This is an optimization exercise on Yosys and OpenROAD, whose aim is small area, a short achievable clock period and few clock cycles, not a production implementation.
Only simulation tests tie the RTL to the original design; equivalence was not proved.
Power and IR drop assume default switching activity.

===== flow/config.mk =====
export PLATFORM = sky130hd
export DESIGN_NAME = divider
export DESIGN_NICKNAME = divider
export VERILOG_FILES = /design/flow/design.v
export SDC_FILE = /design/flow/constraint.sdc
export NUM_CORES = 4
export LEC_CHECK = 0
export CAP_MARGIN = 5
export CORE_MARGIN = 2
export CORE_UTILIZATION = 60
export SETUP_SLACK_MARGIN = 1.6
export SLEW_MARGIN = 5
export SYNTH_HIERARCHICAL = 1

===== flow/constraint.sdc =====
create_clock -name core_clock -period 4.0 [get_ports {clk}]
set_input_delay 0.8000 -clock core_clock [delete_from_list [all_inputs] [get_ports {clk}]]
set_output_delay 0.8000 -clock core_clock [all_outputs]
set_load 0.01 [all_outputs]

===== flow/design.v =====
module divider (
  input clk, rst_n,
  input start,
  input [31:0] div, dsr,
  output [31:0] q, r,
  output err,
  output done
);
  wire idle, align, iter, last, ge, skip;
  datapath dp (
    .clk(clk),
    .div(div), .dsr(dsr),
    .idle(idle), .align(align), .iter(iter),
    .q(q), .r(r), .err(err),
    .ge(ge), .last(last), .skip(skip)
  );
  controller ct (
    .clk(clk), .rst_n(rst_n), .start(start),
    .skip(skip), .last(last),
    .idle(idle), .align(align), .iter(iter), .done(done)
  );
endmodule
module controller (
  input      clk, rst_n,
  input      start,
  input      skip, last,
  output     idle,
  output reg align, iter, done
);
  assign idle = !(align || iter || done);
  always @( posedge clk )
    if( !rst_n ) begin
      align <= 1'b0;
      iter  <= 1'b0;
      done  <= 1'b0;
    end
    else begin
      align <= idle && start;
      iter  <= (align && !skip) || (iter && !last);
      done  <= (align && skip) || (iter && last);
    end
endmodule
module datapath (
  input             clk,
  input      [31:0] div, dsr,
  input             idle, align, iter,
  output reg [31:0] q, r,
  output reg        err,
  output            ge, last, skip
);
  reg [31:0] d;       
  reg  [4:0] k;       
  reg  [4:0] m;       
  reg  [1:0] kdl;     
  reg        kdb;     
  wire [4:0] msb_div, msb_dsr;
  msb32 mdiv ( .x(div), .y(msb_div) );
  msb32 mdsr ( .x(dsr), .y(msb_dsr) );
  wire dsr_zero = ( dsr == 32'd0 );
  wire [5:0] kd;
  sub5 ksub ( .a(k), .b(m), .y(kd) );
  assign skip = err || kd[5];
  wire [31:0] sh0, sh1, sh2, sh3, sh4;
  shl_stage #( .S(1),  .FILL(1'b1) ) st0 ( .x(d),   .s(kdl[0]), .y(sh0) );
  shl_stage #( .S(2),  .FILL(1'b0) ) st1 ( .x(sh0), .s(kdl[1] ^ kdb), .y(sh1) );
  shl_stage #( .S(4),  .FILL(1'b1) ) st2 ( .x(sh1), .s(kd[2]), .y(sh2) );
  shl_stage #( .S(8),  .FILL(1'b0) ) st3 ( .x(sh2), .s(kd[3]), .y(sh3) );
  shl_stage #( .S(16), .FILL(1'b1) ) st4 ( .x(sh3), .s(kd[4]), .y(sh4) );
  wire r_load = idle || ( align && err );
  wire [31:0] gl [0:5];    
  wire [31:0] pl [0:5];
  genvar lv, bi;
  generate
    for( bi = 0; bi < 32; bi = bi + 1 ) begin : pg
      ks_pg0e #( .CARRY_IN( bi == 0 ), .FORCE( bi == 31 ) ) c (
        .r(r[bi]), .d(d[bi]), .en(iter), .f(r_load), .gn(gl[0][bi]), .pn(pl[0][bi]) );
    end
    for( lv = 0; lv < 5; lv = lv + 1 ) begin : ks
      for( bi = 0; bi < 32; bi = bi + 1 ) begin : bt
        if( bi >= (1 << lv) && ( bi < (2 << lv) || lv == 4 ) ) begin : gonly
          if( lv % 2 == 1 ) begin : pn
            ks_pn_g c ( .gh(gl[lv][bi]), .ph(pl[lv][bi]), .gl(gl[lv][bi - (1 << lv)]),
                        .g(gl[lv+1][bi]) );
          end
          else begin : np
            ks_np_g c ( .gh(gl[lv][bi]), .ph(pl[lv][bi]), .gl(gl[lv][bi - (1 << lv)]),
                        .g(gl[lv+1][bi]) );
          end
          assign pl[lv+1][bi] = 1'b0;
        end
        else if( bi >= (1 << lv) ) begin : comb
          if( lv % 2 == 1 ) begin : pn
            ks_pn c ( .gh(gl[lv][bi]), .ph(pl[lv][bi]),
                      .gl(gl[lv][bi - (1 << lv)]), .pl(pl[lv][bi - (1 << lv)]),
                      .g(gl[lv+1][bi]), .p(pl[lv+1][bi]) );
          end
          else begin : np
            ks_np c ( .gh(gl[lv][bi]), .ph(pl[lv][bi]),
                      .gl(gl[lv][bi - (1 << lv)]), .pl(pl[lv][bi - (1 << lv)]),
                      .g(gl[lv+1][bi]), .p(pl[lv+1][bi]) );
          end
        end
        else begin : pass
          assign gl[lv+1][bi] = !gl[lv][bi];
          assign pl[lv+1][bi] = 1'b0;
        end
      end
    end
  endgenerate
  wire [32:0] cy = {gl[5], 1'b1};
  wire [31:1] diff_h;
  xor_late #( .W(31) ) dx ( .x(~( r[31:1] ^ d[31:1] )), .c(cy[31:1]), .y(diff_h) );
  wire [31:0] diff = {diff_h, r[0] ^ d[0]};
  assign ge = cy[32];
  assign last = ( k == m );
  wire [31:0] d_next;
  sel_late #( .W(32) ) dsel ( .s(align), .an(sh4), .b(idle ? dsr : {1'b0, d[31:1]}), .y(d_next) );
  always @( posedge clk )
    d <= d_next;
  always @( posedge clk ) begin
    if( ge )
      r <= idle ? div : ( iter ? diff : 32'd0 );
  end
  always @( posedge clk ) begin
    if( idle ) begin
      k   <= msb_div;
      kdl <= {msb_div[1] ^ msb_dsr[1], msb_div[0] ^ msb_dsr[0]};
      kdb <= !msb_div[0] && msb_dsr[0];
      m   <= msb_dsr;
      q   <= 32'd0;
      err <= dsr_zero;
    end
    else if( iter ) begin
      q <= {q[30:0], ge};
      k <= k - 5'd1;
    end
  end
endmodule
module ks_pn (
  input  gh, ph, gl, pl,
  output g, p
);
  assign g = !( gh || ( ph && gl ) );
  assign p = !( ph && pl );
endmodule
module ks_pn_g (
  input  gh, ph, gl,
  output g
);
  assign g = !( gh || ( ph && gl ) );
endmodule
module ks_np_g (
  input  gh, ph, gl,
  output g
);
  assign g = !( gh && ( ph || gl ) );
endmodule
module ks_np (
  input  gh, ph, gl, pl,
  output g, p
);
  assign g = !( gh && ( ph || gl ) );
  assign p = !( ph || pl );
endmodule
module ks_pg0e #( parameter CARRY_IN = 0, parameter FORCE = 0 ) (
  input  r, d, en, f,
  output gn, pn
);
  wire g = CARRY_IN ? ( r || !d ) : ( r && !d );
  assign gn = !( ( g && en ) || ( FORCE && f ) );
  assign pn = CARRY_IN ? 1'b1 : ( !r && d );
endmodule
module ks_pg0 #( parameter CARRY_IN = 0 ) (
  input  r, d,
  output gn, pn
);
  assign gn = CARRY_IN ? ( !r && d ) : !( r && !d );
  assign pn = CARRY_IN ? 1'b1 : ( !r && d );
endmodule
module sub5 (
  input  [4:0] a, b,
  output [5:0] y
);
  wire [4:0] gl [0:3];    
  wire [4:0] pl [0:3];
  genvar lv, bi;
  generate
    for( bi = 0; bi < 5; bi = bi + 1 ) begin : pg
      ks_pg0 #( .CARRY_IN( bi == 0 ) ) c ( .r(a[bi]), .d(b[bi]), .gn(gl[0][bi]), .pn(pl[0][bi]) );
    end
    for( lv = 0; lv < 3; lv = lv + 1 ) begin : ks
      for( bi = 0; bi < 5; bi = bi + 1 ) begin : bt
        if( bi >= (1 << lv) ) begin : comb
          if( lv % 2 == 1 ) begin : pn
            ks_pn c ( .gh(gl[lv][bi]), .ph(pl[lv][bi]),
                      .gl(gl[lv][bi - (1 << lv)]), .pl(pl[lv][bi - (1 << lv)]),
                      .g(gl[lv+1][bi]), .p(pl[lv+1][bi]) );
          end
          else begin : np
            ks_np c ( .gh(gl[lv][bi]), .ph(pl[lv][bi]),
                      .gl(gl[lv][bi - (1 << lv)]), .pl(pl[lv][bi - (1 << lv)]),
                      .g(gl[lv+1][bi]), .p(pl[lv+1][bi]) );
          end
        end
        else begin : pass
          assign gl[lv+1][bi] = !gl[lv][bi];
          assign pl[lv+1][bi] = 1'b0;
        end
      end
    end
  endgenerate
  wire [5:0] cy = {gl[3], 1'b1};
  wire [4:1] yl;
  xor_late #( .W(4) ) yx ( .x(~( a[4:1] ^ b[4:1] )), .c(cy[4:1]), .y(yl) );
  assign y = {!cy[5], yl, a[0] ^ b[0]};
endmodule
module shl_stage #( parameter S = 1, parameter FILL = 1'b1 ) (
  input  [31:0] x,
  input         s,
  output [31:0] y
);
  assign y = s ? {~x[31-S:0], {S{FILL}}} : ~x;
endmodule
module msb32 (
  input  [31:0] x,
  output [4:0]  y
);
  function [4:0] msb;
    input [31:0] x;
    reg   [31:0] t, oh;
    integer i, b;
    begin
      t = x;
      for( i = 1; i < 32; i = i * 2 )
        t = t | ( t >> i );
      oh = t & ~( t >> 1 );
      for( b = 0; b < 5; b = b + 1 ) begin
        msb[b] = 1'b0;
        for( i = 0; i < 32; i = i + 1 )
          if( i & ( 1 << b ) )
            msb[b] = msb[b] | oh[i];
      end
    end
  endfunction
  assign y = msb(x);
endmodule
module xor_late #( parameter W = 1 ) (
  input  [W-1:0] x, c,
  output [W-1:0] y
);
  assign y = x ^ c;
endmodule
module sel_late #( parameter W = 1 ) (
  input          s,
  input  [W-1:0] an, b,
  output [W-1:0] y
);
  assign y = s ? ~an : b;
endmodule

===== flow/flow/run.sh =====
#!/bin/bash
# The standard layout, with the port buffers that ORFS inserts before global
# placement made as sky130_fd_sc_hd__buf_1 cells rather than the default
# delay buffers; timing repair still resizes them where a path needs it.
set -euo pipefail
bash standard.sh 'BUFFER_PORTS_ARGS=-buffer_cell sky130_fd_sc_hd__buf_1' finish > standard_flow.log 2>&1

===== flow/standard.sh =====
#!/bin/bash
# synth_recipe.tcl (not shown) runs the flow's synth.tcl, then flattens the netlist and writes it again
# the make line also repeats each setting of config.mk as NAME=value (left out here)
make -C /OpenROAD-flow-scripts/flow DESIGN_CONFIG=/design/flow/config.mk WORK_HOME=/design/flow/orfs CLKGATE_MAP_FILE= SYNTH_SCRIPT=/design/flow/synth_recipe.tcl "${@:-finish}"

==> flow_summary.toml, run 1 <==
[sta]
fmaxAchievable_ghz = 0.418
max_slew_margin_pct = 38.9
finalSetupTns_ns = 0
fin_crit_ns = 2.39
worst_pin_slew_ns = 0.914
finalSetupViolations = 0
finalWorstSetupSlack_ns = 1.61
worst_hold_slack_ns = 0.521
clock_skew_ns = 0.00967
finalCritPeriodShare_pct = 59.8
timing.final.hold_violations = 0
maxSlewViolCount = 0
rsz0062_at_grt = "yes"

[cts]
ctsLongestPathBuffers = 2
cts_tree = "yes"
cts_sinks = 113
cts_inserted_buffers = 17
path_clk_slew_ns = 0.06
cts_max_level = 4
clock_latency_ns = 0.42
root_buffer = "clkbuf_16"

[route]
drtIter0Drc = 834
antenna_left = 0
first_pass_iters = 5
drt-wirelength-per-cell_um = 21.3
vias = 9029
drc = 0
routed_wl_um = 31600
viasPerCell = 6.10

[layout]
drive_gt1_share_pct = 21.3
regArea_um2 = 2730
final_nets = 1315
area_growth_pct = 14.2
fillers = 1427
multi_input_area_um2 = 6930

[global_routing]
grt_usage_pct = 35.5
grt_max_degree = 71
grt_pass1_wl_um = 48200
grt_antenna_before_repair = 2
overflow = 0
grt_pass1_vias = 8518

[worst_setup_path]
cp-start-kind = "flip-flop"
endpoint_kind = "flip-flop"
path_class = "reg -> reg"
worstPathArrival_ns = 2.57
worst-path-max-fanout = 19
cp.required_ns = 4.17

[die]
design.core.area_um2 = 16600
row_count = 47
fp.dieArea_um2 = 18000
start_util_pct = 61.2
die_w_um = 134
ios = 133
die_h_um = 134

[pwr]
p_clk_share_pct = 19.0
p_sw_uw = 4010
leakage_uw = 0.00450
irDropWorstVdd_mv = 0.415
p_comb_share_pct = 56.1
power.internal_uw = 4500
power_density_nw_per_um2 = 733
seq_power_share_pct = 24.8
p_sw_share_pct = 47.1
total_power_uw = 8510

[outcome]
status = "complete, no violations"

[worst_hold_path]
hold_class = "reg -> reg"

[job]
cap_violations = 0

[yosys]
synthCells = 1111
yosysWarningCount = 10
postSynthAreaPerCell_um2 = 9.14
synth_fp_nets = 1180
syn-cell-area_um2 = 10200

[place]
dp_hpwl_um = 23800
io_buffers = 132
preCtsSetupSlack_ns = 1.16
place_congestion = 0.988
## worst max-delay path: stages (launching register included)
cell and delay [ns]:
dfxtp_4 0.52, o21ai_2 0.17, o21ai_4 0.27, inv_1 0.12, o21ai_2 0.32, a21oi_2 0.11
o21ai_1 0.31, xor2_1 0.11, a22o_1 0.21
## flip-flops by register name, indices dropped and copies added, names as in the netlist
name and cells:
ct.align 1, ct.done 1, ct.iter 1, dp.d 32, dp.err 1, dp.k 5, dp.kdb 1, dp.kdl 2
dp.m 5, dp.q 32, dp.r 32
## what timing repair did
| action | CTS | global route |
|---|---|---|
| cloned | 1 | 0 |
| setup buffers | 11 | 6 |
| resized for setup | 6 | 31 |
| hold buffers | 0 | 0 |
| endpoints found under the hold margin | 0 | 0 |
| pin swaps | 3 | 6 |
| endpoints found under the setup margin | 74 | 64 |
## placed cells by master (no fill, tap or decap), types with 6 or more instances in the layout
cell type	n
mux2i_1	190
buf_1	131
nor2_1	118
inv_1	71
dfxtp_1	65
o21ai_2	64
nand2_1	59
a21oi_2	57
edfxtp_1	46
xnor2_1	37
xor2_1	36
nand3b_1	34
mux2_2	32
a22o_1	32
nor2b_1	30
nand2b_1	29
buf_4	20
o21ai_0	18
clkbuf_16	18
o21ai_1	14
nor4_1	13
nand4_1	10
nor3_1	9
a31oi_1	9
nor2b_2	7
a21oi_1	6
## routing by layer
| layer | part of all wire [%] | routed length (µm) | GRT usage, % | vias to the layer above |
|---|---|---|---|---|
| met2 | 43 | 13700 | 53.5 | 437 |
| met5 | 0.032 | 10 | 0 | - |
| met1 | 44 | 13900 | 48.8 | 4252 |
| li1 | - | - | - | 4270 |
| met3 | 9.4 | 2970 | 10.4 | 68 |
| met4 | 3.0 | 963 | 12.2 | 2 |
## metrics by stage
stage	cell area, µm²	std cells	utilization (%)
global route	11600	1479	69.9
floorplan	10200	1111	-
CTS	11400	1473	69.0
finish	11600	1480	69.9
global placement	10700	1429	64.3
detailed placement	10700	1429	64.3
## power by group through the flow
stage	Clock, µW	Sequential, µW	Combinational (µW)
after floorplan	0	1920	3600
after global placement	0	2120	4340
after detailed placement	0	2130	4360
after CTS	1640	2100	4580
after global routing	1690	2140	5110
final	1620	2110	4780
## cell type report
type	count	area share, %
diodes	1	0.0216
repair buffers	160	6.63
multi-input cells	882	59.8
clock buffers	20	4.12
clock inverters	12	1.22
well taps	220	2.37
flip-flops and latches	113	23.5
inverters	72	2.35
## final timing paths
kind / startpoint / end / slack [ns] / cells after the start
worst max-delay path: ct.iter$_SDFF_PN0_ / dp.r[30]$_DFFE_PP_ / 1.61 / 8
worst min-delay path: dp.q[25]$_SDFFE_PP0P_ / dp.q[26]$_SDFFE_PP0P_ / 0.52 / 2
worst max register to register: ct.iter$_SDFF_PN0_ / dp.r[30]$_DFFE_PP_ / 1.61 / 8
worst min register to register: dp.q[25]$_SDFFE_PP0P_ / dp.q[26]$_SDFFE_PP0P_ / 0.52 / 2
Testbench counts, summed over its fixed seeds: cycles 12,149.
==> run 2, diff against run 1 <==
--- a/flow/design.v
+++ b/flow/design.v
@@ -25,10 +25,9 @@
   input      start,
   input      skip, last,
-  output     idle,
-  output reg align, iter, done
-);
-  assign idle = !(align || iter || done);
+  output reg idle, align, iter, done
+);
   always @( posedge clk )
     if( !rst_n ) begin
+      idle  <= 1'b1;
       align <= 1'b0;
       iter  <= 1'b0;
@@ -36,4 +35,5 @@
     end
     else begin
+      idle  <= (idle && !start) || done;
       align <= idle && start;
       iter  <= (align && !skip) || (iter && !last);
--- a/flow/config.mk
+++ b/flow/config.mk
@@ -6,8 +6,8 @@
 export NUM_CORES = 4
 export LEC_CHECK = 0
-export CAP_MARGIN = 5
+export CAP_MARGIN = 20
 export CORE_MARGIN = 2
 export CORE_UTILIZATION = 60
 export SETUP_SLACK_MARGIN = 1.6
-export SLEW_MARGIN = 5
+export SLEW_MARGIN = 20
 export SYNTH_HIERARCHICAL = 1
==> run 2 against run 1 <==
Routed wire length grew 6.1%. Total power shrank 35%. Via count grew 3.2%. Clock power shrank 9%. Synthesized cell count grew 0.18%. Largest cell class unchanged. Flip-flop and latch count grew 1. Worst setup slack lost 0.0055 ns. First-iteration DRC count grew 22%. Utilization grew 0.14 points.
==> flow_summary.toml, run 2 <==
[worst_setup_path]
r2r_setup_slack_ns = 1.64
cp.required_ns = 4.30
path_class = "in -> reg"
ff2ff_path_depth = 9
endpoint_kind = "flip-flop"
r2r-end = "dp.d[20]$_DFF_P_"
r2r_start = "dp.k[2]$_DFFE_PP_"
worstPathArrival_ns = 2.70
cp-start-kind = "primary input"
worst-path-max-fanout = 6

[sta]
finalSetupViolations = 0
maxSlewViolCount = 0
clock_skew_ns = 0.0137
fin_crit_ns = 2.40
max_slew_margin_pct = 40.7
finalCritPeriodShare_pct = 60.0
finalSetupTns_ns = 0
worst_hold_slack_ns = 0.460
timing.final.hold_violations = 0
rsz0062_at_grt = "yes"
worst_pin_slew_ns = 0.885
fmaxAchievable_ghz = 0.417

[cts]
clock_latency_ns = 0.43
cts_sinks = 114
cts_hold_buf = 0
cts_max_level = 4
cts_tree = "yes"
path_clk_slew_ns = 0.06
ctsLongestPathBuffers = 2
root_buffer = "clkbuf_16"
cts_inserted_buffers = 17

[route]
drc = 0
routed_wl_um = 33500
drt-wirelength-per-cell_um = 22.5
first_pass_iters = 7
viasPerCell = 6.25
vias = 9316
drtIter0Drc = 1020
antenna_left = 0

[place]
dp_hpwl_um = 24500
io_buffers = 132
place_congestion = 0.975
placed_cells = 1433

[layout]
area_growth_pct = 14.1
final_nets = 1326
fin_cells = 1491
drive_gt1_share_pct = 21.4
largest_registers = "dp.d x32, dp.q x32, dp.r x32"
final_cell_mix = "190 x mux2i_1, 132 x buf_1, 120 x nor2_1"
final_common_cell = "mux2i_1"

[global_routing]
grt_max_degree = 61
grt-busiest-layer = "met2"
grt_usage_pct = 36.4
met2_usage_pct = 54.4
grt_antenna_before_repair = 1
overflow = 0
grt_pass1_vias = 8664
globalRouteMet1Util_pct = 50.1
grt_pass1_wl_um = 49800
use_met3_pct = 10.4

[die]
ios = 133
fp.dieArea_um2 = 18000
die_w_um = 134
row_count = 47
die_h_um = 134
start_util_pct = 61.4
design.core.area_um2 = 16600

[pwr]
power_density_nw_per_um2 = 475
leakage_uw = 0.00451
irDropWorstVdd_mv = 0.327

[yosys]
yosysWarningCount = 10
syn-cell-area_um2 = 10200
synthCells = 1113
postSynthAreaPerCell_um2 = 9.15
synth_fp_nets = 1182

[worst_hold_path]
min_path_cells = 1
min_to = "ct.idle$_SDFF_PN1_"
hold_class = "reg -> reg"
hp-start = "ct.done$_SDFF_PN0_"

[job]
cap_violations = 0

[outcome]
status = "complete, no violations"
[run 2: repair_timing]
| action | 4_1_cts | 5_1_grt |
|---|---|---|
| pin swaps | 6 | 4 |
| buffers inserted | 9 | 12 |
| resized for setup | 12 | 16 |
| endpoints found under the setup margin | 67 | 54 |
| cloned | 3 | 1 |
[run 2: layout make-up]
type                            instances  area (µm²)
Clock buffer                           18         439
Tap cell                              220         275
Inverter                               72         270
Clock inverter                         14         118
Multi-Input combinational cell        886        6970
Sequential cell                       114        2760
Antenna cell                            1        2.50
Timing Repair Buffer                  166         796
Fill cell                            1396        4960
[run 2: metal layers]
layer  share of wire [%]  wire length [µm]
met2                  43             14400
met5                   0                 0
met1                  42             14100
met4                 3.6              1210
met3                  11              3810
[run 2: worst max-delay path by stage]
| stage | startpoint | endpoint | slack, ns | cells past startpoint |
|---|---|---|---|---|
| after floorplan | div[31] | dp.kdl[0]$_DFFE_PP_ | 1.55 | 9 |
| after global placement | div[30] | dp.kdl[0]$_DFFE_PP_ | 1.11 | 9 |
| after detailed placement | ct.iter$_SDFF_PN0_ | dp.r[0]$_DFFE_PP_ | 1.02 | 7 |
| after CTS | dp.kdl[1]$_DFFE_PP_ | dp.d[31]$_DFF_P_ | 1.59 | 7 |
| after global routing | dsr[24] | dp.kdl[0]$_DFFE_PP_ | 1.52 | 8 |
| final | dsr[21] | dp.kdl[0]$_DFFE_PP_ | 1.60 | 8 |
[run 2: worst max-delay path, cell delays in order]
cell and delay, ns:
buf_1 0.20, nor4_2 0.46, and4_1 0.41, nand3_2 0.12, o221a_1 0.22, nand4_1 0.17
ha_1 0.27, inv_1 0.05
[run 2: power by group]
part           total, µW  switching, µW  internal [µW]
clock               1470            644            827
sequential          1660            290           1370
combinational       2390           1420            970
total               5520           2360           3170
[run 2: stage by stage]
step / power (µW) / setup WS, ns / cell area (µm²) / util (%)
2_1_floorplan: 3280 / 1.55 / 10200 / -
3_3_place_gp: 3780 / 1.11 / 10700 / 64.4
3_5_place_dp: 3810 / 1.02 / 10700 / 64.4
4_1_cts: 5380 / 1.59 / 11400 / 69.0
5_1_grt: 5730 / 1.52 / 11600 / 70.1
6_report: 5520 / 1.60 / 11600 / 70.1
Testbench counts of run 2, summed over its fixed seeds: cycles 12,149.
==> run 3, diff against run 2 <==
--- a/flow/config.mk
+++ b/flow/config.mk
@@ -9,4 +9,5 @@
 export CORE_MARGIN = 2
 export CORE_UTILIZATION = 60
+export GPL_ROUTABILITY_DRIVEN = 0
 export SETUP_SLACK_MARGIN = 1.6
 export SLEW_MARGIN = 20
==> run 3 against run 2 <==
Register-to-register slack is essentially flat. Critical path depth increased by 1. Area after synthesis is the same. Cell area grew 0.94%. Still clean. Via count down 3.5%. Sequential power barely moved. Synthesized cell count unchanged. Global-route usage fell by 1.9 points. Routed wire length shrank 5.7%. Flip-flop and latch count did not move.
==> flow_summary.toml, run 3 <==
[outcome]
status = "complete, no violations"

[sta]
worst_hold_slack_ns = 0.470
timing.final.hold_violations = 0
clock_skew_ns = 0.00889
fmaxAchievable_ghz = 0.422
fin_crit_ns = 2.37
worst_pin_slew_ns = 0.855
max_slew_margin_pct = 42.9
finalWorstSetupSlack_ns = 1.63
finalCritPeriodShare_pct = 59.2
maxSlewViolCount = 0
finalSetupViolations = 0
rsz0062_at_grt = "yes"
finalSetupTns_ns = 0

[job]
cap_violations = 0

[worst_setup_path]
crit_start = "dp.k[1]$_DFFE_PP_"
crit_chain = "nor2b_4 -> o21ai_4 -> buf_12 -> xor2_4 -> buf_4 -> mux2i_1 -> mux2i_1 -> mux2i_1 -> mux2i_1"
worstPathArrival_ns = 2.65
endpoint_kind = "flip-flop"
ff2ff_path_depth = 9
r2r-end = "dp.d[21]$_DFF_P_"
r2r_setup_slack_ns = 1.63
worst-path-max-fanout = 8
path_class = "reg -> reg"
cp-start-kind = "flip-flop"
crit_path_top_delay_cell = "edfxtp_1"
r2r_start = "dp.k[1]$_DFFE_PP_"
crit_path_max_incr_delay_ns = 0.55
worst_path_most_repeated_cell = "mux2i_1"
crit_end = "dp.d[21]$_DFF_P_"
cp.required_ns = 4.28

[yosys]
syn-cell-area_um2 = 10200
yosysWarningCount = 10
synth_fp_nets = 1182
postSynthAreaPerCell_um2 = 9.15
synthCells = 1113

[global_routing]
grt_antenna_before_repair = 0
grt_pass1_wl_um = 47400
overflow = 0
grt_usage_pct = 34.5
grt_pass1_vias = 8173
grt_max_degree = 62

[die]
start_util_pct = 61.4
ios = 133
fp.dieArea_um2 = 18000
die_h_um = 134
design.core.area_um2 = 16600
die_w_um = 134
row_count = 47

[layout]
final_core_util_pct = 70.7
fin_cells = 1490
final_cell_mix = "187 x mux2i_1, 129 x buf_1, 120 x nor2_1"
final_nets = 1326
area_growth_pct = 15.2
regArea_um2 = 2750
final_common_cell = "mux2i_1"
fillers = 1382
diodes = 0
drive_gt1_share_pct = 21.6
largest_registers = "dp.d x32, dp.q x32, dp.r x32"
multi_input_area_um2 = 7000

[place]
dp_hpwl_um = 23500
io_buffers = 132
preCtsSetupSlack_ns = 0.999
placed_cells = 1433

[cts]
path_clk_slew_ns = 0.06
cts_tree = "yes"
ctsLongestPathBuffers = 2
cts_inserted_buffers = 17
cts_max_level = 4
root_buffer = "clkbuf_16"
cts_sinks = 114
clock_latency_ns = 0.43

[route]
drtIter0Drc = 1046
antenna_left = 0
drc = 0
viasPerCell = 6.03
first_pass_iters = 5
drt-wirelength-per-cell_um = 21.2
routed_wl_um = 31600
vias = 8992

[pwr]
power_density_nw_per_um2 = 476
leakage_uw = 0.00456
irDropWorstVdd_mv = 0.337

[worst_hold_path]
hold_class = "reg -> reg"
## run 3: repair_timing
action,4_1_cts,5_1_grt
cloned,3,0
pin swaps,7,5
hold buffers,0,0
resized for setup,10,30
buffers inserted,10,12
endpoints found under the setup margin,66,49
## run 3: cell type report
type	instances	share of cell area, %
tap	220	2.35
timing repair buffer	167	7.15
inverter	72	2.30
multi-input combinational	885	59.6
clock buffer	19	4.05
sequential	114	23.5
clock inverter	13	1.06
## run 3: worst min-delay path by stage
stage | from | to | slack [ns] | cells after the start
2_1_floorplan | ct.done$_SDFF_PN0_ | ct.idle$_SDFF_PN1_ | 0.49 | 1
4_1_cts | ct.done$_SDFF_PN0_ | ct.idle$_SDFF_PN1_ | 0.48 | 1
3_5_place_dp | ct.done$_SDFF_PN0_ | ct.idle$_SDFF_PN1_ | 0.45 | 1
3_3_place_gp | ct.done$_SDFF_PN0_ | ct.idle$_SDFF_PN1_ | 0.47 | 1
5_1_grt | ct.done$_SDFF_PN0_ | ct.idle$_SDFF_PN1_ | 0.50 | 1
6_report | ct.done$_SDFF_PN0_ | ct.idle$_SDFF_PN1_ | 0.47 | 1
## run 3: critical path, delay by kind of cell, from the launching register on
family / cells / cell delay [ns]
muxes: 4 / 0.73
DFF: 1 / 0.55
buffers and inverters: 2 / 0.38
xor gates and xnor gates: 1 / 0.27
AOI/OAI and AO/OA: 1 / 0.20
and+or+nand+nor: 1 / 0.09
## run 3: metrics by stage
| stage | instance area, µm² | total power, µW |
|---|---|---|
| global placement | 10700 | 3770 |
| finish | 11700 | 5580 |
| floorplan | 10200 | 3280 |
| CTS | 11500 | 5440 |
| global route | 11700 | 5820 |
| detailed placement | 10700 | 3790 |
## run 3: power breakdown
part / switching, µW / internal, µW
Clock: 622 / 935
Combinational: 1400 / 996
Sequential: 267 / 1370
## run 3: metal layers
layer	GRT usage, %	up-vias	part of all wire [%]
met2	52.3	422	44
met1	49.9	4235	45
met4	10.3	0	2.2
met5	0	-	0
li1	-	4285	-
met3	6.80	50	8.1
==> run 4, diff against run 3 <==
--- a/flow/design.v
+++ b/flow/design.v
@@ -25,9 +25,10 @@
   input      start,
   input      skip, last,
-  output reg idle, align, iter, done
-);
+  output     idle,
+  output reg align, iter, done
+);
+  assign idle = !(align || iter || done);
   always @( posedge clk )
     if( !rst_n ) begin
-      idle  <= 1'b1;
       align <= 1'b0;
       iter  <= 1'b0;
@@ -35,5 +36,4 @@
     end
     else begin
-      idle  <= (idle && !start) || done;
       align <= idle && start;
       iter  <= (align && !skip) || (iter && !last);
@@ -109,7 +109,9 @@
   endgenerate
   wire [32:0] cy = {gl[5], 1'b1};
-  wire [31:1] diff_h;
-  xor_late #( .W(31) ) dx ( .x(~( r[31:1] ^ d[31:1] )), .c(cy[31:1]), .y(diff_h) );
-  wire [31:0] diff = {diff_h, r[0] ^ d[0]};
+  wire [31:0] r_other = idle ? div : 32'd0;
+  wire [31:1] r_data_h;
+  xor_sel #( .W(31) ) dx ( .s(iter), .x(~( r[31:1] ^ d[31:1] )), .c(cy[31:1]),
+                           .b(r_other[31:1]), .y(r_data_h) );
+  wire [31:0] r_data = {r_data_h, iter ? r[0] ^ d[0] : r_other[0]};
   assign ge = cy[32];
   assign last = ( k == m );
@@ -120,5 +122,5 @@
   always @( posedge clk ) begin
     if( ge )
-      r <= idle ? div : ( iter ? diff : 32'd0 );
+      r <= r_data;
   end
   always @( posedge clk ) begin
@@ -251,4 +253,11 @@
   assign y = x ^ c;
 endmodule
+module xor_sel #( parameter W = 1 ) (
+  input          s,
+  input  [W-1:0] x, c, b,
+  output [W-1:0] y
+);
+  assign y = s ? x ^ c : b;
+endmodule
 module sel_late #( parameter W = 1 ) (
   input          s,
--- a/flow/config.mk
+++ b/flow/config.mk
@@ -9,5 +9,4 @@
 export CORE_MARGIN = 2
 export CORE_UTILIZATION = 60
-export GPL_ROUTABILITY_DRIVEN = 0
 export SETUP_SLACK_MARGIN = 1.6
 export SLEW_MARGIN = 20
==> run 4 against run 3 <==
Sequential power increased by 31%. First-iteration DRC count decreased by 21%. Worst setup slack improved by 0.0065 ns. Worst hold slack improved by 0.040 ns.
==> flow_summary.toml, run 4 <==
[outcome]
status = "complete, no violations"

[job]
cap_violations = 0

[sta]
worst_pin_slew_ns = 0.687
clock_skew_ns = 0.00919
finalCritPeriodShare_pct = 59.1
finalSetupTns_ns = 0
rsz0062_at_grt = "yes"
worst_hold_slack_ns = 0.510
fin_crit_ns = 2.36
maxSlewViolCount = 0
max_slew_margin_pct = 54.2
timing.final.hold_violations = 0
fmaxAchievable_ghz = 0.423
finalSetupViolations = 0

[yosys]
syn-cell-area_um2 = 10600
postSynthAreaPerCell_um2 = 9.03
synth_fp_nets = 1246
synthCells = 1177
yosysWarningCount = 10

[die]
start_util_pct = 61.4
die_h_um = 137
row_count = 48
die_w_um = 137
design.core.area_um2 = 17300
fp.dieArea_um2 = 18800
ios = 133

[route]
drt-wirelength-per-cell_um = 20.3
first_pass_iters = 6
viasPerCell = 5.89
vias = 9210
drc = 0
antenna_left = 0
routed_wl_um = 31700
drtIter0Drc = 829

[worst_hold_path]
hold_class = "reg -> reg"
min_path_cells = 2

[worst_setup_path]
crit_buf_inv = 3
crit_path_top_delay_cell = "nor4_4"
path_class = "in -> reg"
crit_path_max_incr_delay_ns = 0.39
ff2ff_path_depth = 7
cp.required_ns = 4.19
critPathTopFamily = "simple AND/OR/NAND/NOR gates"
cp-start-kind = "primary input"
worst-path-max-fanout = 5
endpoint_kind = "flip-flop"
path_depth = 9
crit_chain = "buf_2 -> nor4_4 -> and4_4 -> nand3_4 -> o221a_1 -> nand4_1 -> inv_1 -> ha_1 -> inv_1"
worst_path_most_repeated_cell = "inv_1"
worstPathArrival_ns = 2.56

[layout]
area_growth_pct = 14.1
regArea_um2 = 2730
fin_cells = 1563
final_nets = 1394
largest_registers = "dp.d x32, dp.q x32, dp.r x32"
fillers = 1428
final_common_cell = "mux2i_1"
diodes = 0
multi_input_area_um2 = 7380
drive_gt1_share_pct = 22.8
final_cell_mix = "189 x mux2i_1, 150 x nor2_1, 128 x buf_1"

[place]
placed_cells = 1500
io_buffers = 132
place_congestion = 0.955
dp_hpwl_um = 23300

[cts]
cts_inserted_buffers = 17
ctsLongestPathBuffers = 2
cts_sinks = 113
path_clk_slew_ns = 0.06
cts_tree = "yes"
cts_max_level = 4
root_buffer = "clkbuf_16"
clock_latency_ns = 0.43

[global_routing]
grt_pass1_wl_um = 47400
overflow = 0
grt_antenna_before_repair = 0
grt_usage_pct = 33.4
grt_pass1_vias = 8422
grt_max_degree = 68

[pwr]
power_density_nw_per_um2 = 738
irDropWorstVdd_mv = 0.396
leakage_uw = 0.00465
run 4: worst paths after layout:
check                        startpoint                    end  slack (ns)
setup / recovery                div[27]    dp.kdl[0]$_DFFE_PP_        1.64
hold / removal    dp.q[31]$_SDFFE_PP0P_  dp.q[31]$_SDFFE_PP0P_        0.51
hold reg to reg   dp.q[31]$_SDFFE_PP0P_  dp.q[31]$_SDFFE_PP0P_        0.51
setup reg to reg       dp.kdb$_DFFE_PP_       dp.d[22]$_DFF_P_        1.65
run 4: what timing repair did:
action,in CTS,in global routing
resized for setup,9,29
cloned,3,0
pin swaps,5,12
hold buffers,0,0
setup buffers,9,19
endpoints found under the setup margin,98,73
run 4: report_power, final:
part / switching [µW] / total (µW) / internal, µW
logic: 3110 / 5300 / 2190
clock network: 595 / 1520 / 928
registers: 552 / 2130 / 1570
total: 4260 / 8950 / 4700
run 4: cell type report:
| cell class | count | share of cell area, % |
|---|---|---|
| inverter | 72 | 2.25 |
| sequential | 113 | 22.5 |
| clock inverter | 8 | 0.536 |
| tap | 225 | 2.32 |
| timing repair buffer | 174 | 7.24 |
| multi-input combinational | 947 | 60.8 |
| clock buffer | 24 | 4.33 |
run 4: per-layer routing:
metal,global-route usage [%],wire [µm],vias to the layer above,share of wire (%)
met4,9.68,560,0,1.8
li1,-,-,4457,-
met2,50.2,13900,384,44
met1,48.0,14700,4334,46
met5,0,0,-,0
met3,7.15,2570,35,8.1
run 4: worst reg2reg max path, stage by stage (launching register included):
cell,delay (ns)
edfxtp_1,0.58
xor2_4,0.37
buf_4,0.20
mux2i_1,0.36
mux2i_2,0.18
nor2_1,0.26
mux2i_1,0.19
mux2i_1,0.16
run 4: stage by stage:
step	utilization (%)	power (µW)	cell area (µm²)	setup slack, ns
after global routing	70.1	9400	12100	1.57
after global placement	64.1	6960	11100	0.915
final	70.1	8950	12100	1.64
after CTS	68.7	8720	11900	1.60
after floorplan	-	5970	10700	1.55
after detailed placement	64.1	6990	11100	0.816
Testbench counts of run 4, summed over its fixed seeds: cycles 12,149.
==> run 5, diff against run 4 <==
--- a/flow/design.v
+++ b/flow/design.v
@@ -109,9 +109,7 @@
   endgenerate
   wire [32:0] cy = {gl[5], 1'b1};
-  wire [31:0] r_other = idle ? div : 32'd0;
-  wire [31:1] r_data_h;
-  xor_sel #( .W(31) ) dx ( .s(iter), .x(~( r[31:1] ^ d[31:1] )), .c(cy[31:1]),
-                           .b(r_other[31:1]), .y(r_data_h) );
-  wire [31:0] r_data = {r_data_h, iter ? r[0] ^ d[0] : r_other[0]};
+  wire [31:1] diff_h;
+  xor_late #( .W(31) ) dx ( .x(~( r[31:1] ^ d[31:1] )), .c(cy[31:1]), .y(diff_h) );
+  wire [31:0] diff = {diff_h, r[0] ^ d[0]};
   assign ge = cy[32];
   assign last = ( k == m );
@@ -122,5 +120,5 @@
   always @( posedge clk ) begin
     if( ge )
-      r <= r_data;
+      r <= idle ? div : ( iter ? diff : 32'd0 );
   end
   always @( posedge clk ) begin
@@ -228,22 +226,33 @@
   output [4:0]  y
 );
-  function [4:0] msb;
-    input [31:0] x;
-    reg   [31:0] t, oh;
-    integer i, b;
-    begin
-      t = x;
-      for( i = 1; i < 32; i = i * 2 )
-        t = t | ( t >> i );
-      oh = t & ~( t >> 1 );
-      for( b = 0; b < 5; b = b + 1 ) begin
-        msb[b] = 1'b0;
-        for( i = 0; i < 32; i = i + 1 )
-          if( i & ( 1 << b ) )
-            msb[b] = msb[b] | oh[i];
+  wire [7:0] v;
+  wire [1:0] p [0:7];
+  genvar n;
+  generate
+    for( n = 0; n < 8; n = n + 1 ) begin : nb
+      nib_msb e ( .x(x[4*n+3:4*n]), .v(v[n]), .p(p[n]) );
+    end
+  endgenerate
+  reg [2:0] hi;
+  reg [1:0] lo;
+  integer i;
+  always @* begin
+    hi = 3'd0;
+    lo = p[0];
+    for( i = 1; i < 8; i = i + 1 )
+      if( v[i] ) begin
+        hi = i;
+        lo = p[i];
       end
-    end
-  endfunction
-  assign y = msb(x);
+  end
+  assign y = {hi, lo};
+endmodule
+module nib_msb (
+  input  [3:0] x,
+  output       v,
+  output [1:0] p
+);
+  assign v = |x;
+  assign p = {x[3] | x[2], x[3] | ( !x[2] && x[1] )};
 endmodule
 module xor_late #( parameter W = 1 ) (
@@ -252,11 +261,4 @@
 );
   assign y = x ^ c;
-endmodule
-module xor_sel #( parameter W = 1 ) (
-  input          s,
-  input  [W-1:0] x, c, b,
-  output [W-1:0] y
-);
-  assign y = s ? x ^ c : b;
 endmodule
 module sel_late #( parameter W = 1 ) (
==> run 5 against run 4 <==
Still clean on timing, DRC and antenna. Global-route usage decreased by 0.92 points. Critical path type unchanged. Combinational power decreased by 5.3%. Register-to-register slack about the same. Utilization decreased by 0.25 points. Flip-flop and latch count unchanged. Worst setup slack got worse by 0.33 ns. Total power decreased by 3.9%. Worst hold slack got worse by 0.018 ns. Clock power decreased by 3%. Synthesized cell count decreased by 7.6%. Largest power group unchanged. Die area decreased by 6.3%.
==> flow_summary.toml, run 5 <==
[route]
drt-wirelength-per-cell_um = 20.1
viasPerCell = 5.90
drc = 0
drtIter0Drc = 752
first_pass_iters = 5
antenna_left = 0
routed_wl_um = 29400
vias = 8610

[cts]
clock_latency_ns = 0.43
path_clk_slew_ns = 0.06
cts_tree = "yes"
cts_max_level = 4
cts_sinks = 113
root_buffer = "clkbuf_16"
cts_inserted_buffers = 17
ctsLongestPathBuffers = 2

[layout]
diodes = 0
drive_gt1_share_pct = 21.5
fillers = 1406
final_nets = 1296
area_growth_pct = 15.4
multi_input_area_um2 = 6770
final_cell_mix = "190 x mux2i_1, 129 x buf_1, 105 x nor2_1"
regArea_um2 = 2730
final_common_cell = "mux2i_1"
largest_registers = "dp.d x32, dp.q x32, dp.r x32"

[place]
place_congestion = 0.963
io_buffers = 132
preCtsSetupSlack_ns = 0.843
dp_hpwl_um = 21500

[sta]
finalCritPeriodShare_pct = 67.3
max_slew_margin_pct = 59.5
worst_pin_slew_ns = 0.608
finalSetupViolations = 0
rsz0062_at_grt = "yes"
fin_crit_ns = 2.69
finalWorstSetupSlack_ns = 1.31
finalSetupTns_ns = 0
timing.final.hold_violations = 0
maxSlewViolCount = 0
fmaxAchievable_ghz = 0.371
clock_skew_ns = 0.0173

[global_routing]
overflow = 0
grt_pass1_wl_um = 44300
grt_max_degree = 118
grt_pass1_vias = 7773
grt_usage_pct = 32.5
grt_antenna_before_repair = 0

[worst_setup_path]
worst-path-max-fanout = 2
crit_buf_inv = 1
crit_path_top_delay_cell = "a222oi_1"
crit_chain = "buf_6 -> or2_1 -> or3_4 -> mux2_4 -> a222oi_1 -> o21ai_1 -> a31o_1 -> xor2_1"
cp-start-kind = "primary input"
cp.required_ns = 4.17
worstPathArrival_ns = 2.86
path_class = "in -> reg"
crit_path_max_incr_delay_ns = 0.49
critPathTopFamily = "compound AO/OA/AOI/OAI gates"
endpoint_kind = "flip-flop"

[pwr]
p_clk_share_pct = 17.1
irDropWorstVdd_mv = 0.542
p_sw_uw = 4130
power_density_nw_per_um2 = 750
power.internal_uw = 4470
leakage_uw = 0.00469
p_comb_share_pct = 58.3
seq_power_share_pct = 24.6
p_sw_share_pct = 48.0

[job]
cap_violations = 0

[die]
design.core.area_um2 = 16400
fp.dieArea_um2 = 17600
die_w_um = 133
row_count = 47
ios = 133
start_util_pct = 60.6
die_h_um = 133

[yosys]
syn-cell-area_um2 = 9940
yosysWarningCount = 10
postSynthAreaPerCell_um2 = 9.14
synth_fp_nets = 1156
synthCells = 1087

[outcome]
status = "complete, no violations"

[worst_hold_path]
hold_class = "reg -> reg"
-- run 5: repair_timing --
action,in CTS,in global routing
resized for setup,28,29
cloned,1,2
endpoints found under the setup margin,95,79
setup buffers,12,6
pin swaps,12,6
hold buffers,0,0
-- run 5: cell type report --
cell class / instances / share of cell area [%]
repair buffers: 162 / 7.23
clock inverters: 13 / 0.862
multi-input cells: 853 / 59.0
clock buffers: 19 / 4.05
inverters: 80 / 2.62
well taps: 220 / 2.40
flip-flops and latches: 113 / 23.8
-- run 5: power groups by stage --
stage / sequential [µW] / clock (µW) / combinational (µW)
5_1_grt: 2150 / 1540 / 5370
3_5_place_dp: 2130 / 0 / 4630
2_1_floorplan: 1960 / 0 / 3830
6_report: 2110 / 1470 / 5020
4_1_cts: 2110 / 1480 / 4780
3_3_place_gp: 2130 / 0 / 4590
-- run 5: metrics by stage --
| step | hold WS, ns | std cells | util [%] | power (µW) | instance area [µm²] |
|---|---|---|---|---|---|
| 6_report | 0.492 | 1460 | 69.9 | 8600 | 11500 |
| 5_1_grt | 0.548 | 1460 | 69.9 | 9060 | 11500 |
| 4_1_cts | 0.498 | 1452 | 68.7 | 8370 | 11300 |
| 3_5_place_dp | 0.482 | 1407 | 63.8 | 6760 | 10500 |
| 3_3_place_gp | 0.471 | 1407 | 63.8 | 6720 | 10500 |
| 2_1_floorplan | 0.521 | 1087 | - | 5790 | 9990 |
-- run 5: path summary, 6_finish.rpt --
kind	startpoint	end	slack, ns	cells after the start
hold reg to reg	dp.q[31]$_SDFFE_PP0P_	dp.q[31]$_SDFFE_PP0P_	0.49	2
setup / recovery	div[6]	dp.kdl[1]$_DFFE_PP_	1.31	8
hold / removal	dp.q[31]$_SDFFE_PP0P_	dp.q[31]$_SDFFE_PP0P_	0.49	2
setup reg to reg	dp.d[8]$_DFF_P_	dp.r[25]$_DFFE_PP_	1.65	8
-- run 5: layer usage --
layer,global-route usage [%],wire length (µm),up-vias
met2,49.2,13000,362
met1,47.8,14200,4089
met4,8.18,310,0
met5,0,0,-
li1,-,-,4134
met3,5.86,1900,25
-- run 5: worst register-to-register path: stages (launching register included) --
cell     delay [ns]
dfxtp_1        0.51
nor2b_1        0.29
nor2_1         0.14
a21oi_2        0.24
o21ai_2        0.11
a21oi_2        0.20
o21ai_1        0.20
xor2_1         0.20
a22o_1         0.20
Testbench counts of run 5, summed over its fixed seeds: cycles 12,149.

separate check: timing with driven ports:
The flow's constraints put no driver on any port. The routed layouts listed below were extracted and timed again, unchanged, in two steps. Step 1, drivers: a clkbuf_16 drives clk and a buf_2 each remaining input, both assumed. Step 2, shift: input delay + t, output delay - t, t = (earliest + latest rising clock arrival at the registers) / 2. This alone moves slack from input paths to output paths. a / b / c = no drivers / after step 1 / after step 2; a / b = the first two.
run	t, ns	setup WS [ns]	worst slew at a driven data input, ns
run 1	0.466	1.607 / 1.607 / 1.226	0.07
run 2	0.468	1.602 / 1.623 / 1.155	0.07
run 3	0.470	1.631 / 1.631 / 1.198	0.06
run 4	0.473	1.637 / 1.648 / 1.185	0.05
run 5	0.464	1.307 / 1.321 / 0.858	0.07
After both steps setup and hold are still met in every run listed. The setup slack of run 4, which loses most, moves by +0.011 ns with the drivers and by -0.452 ns with both steps.
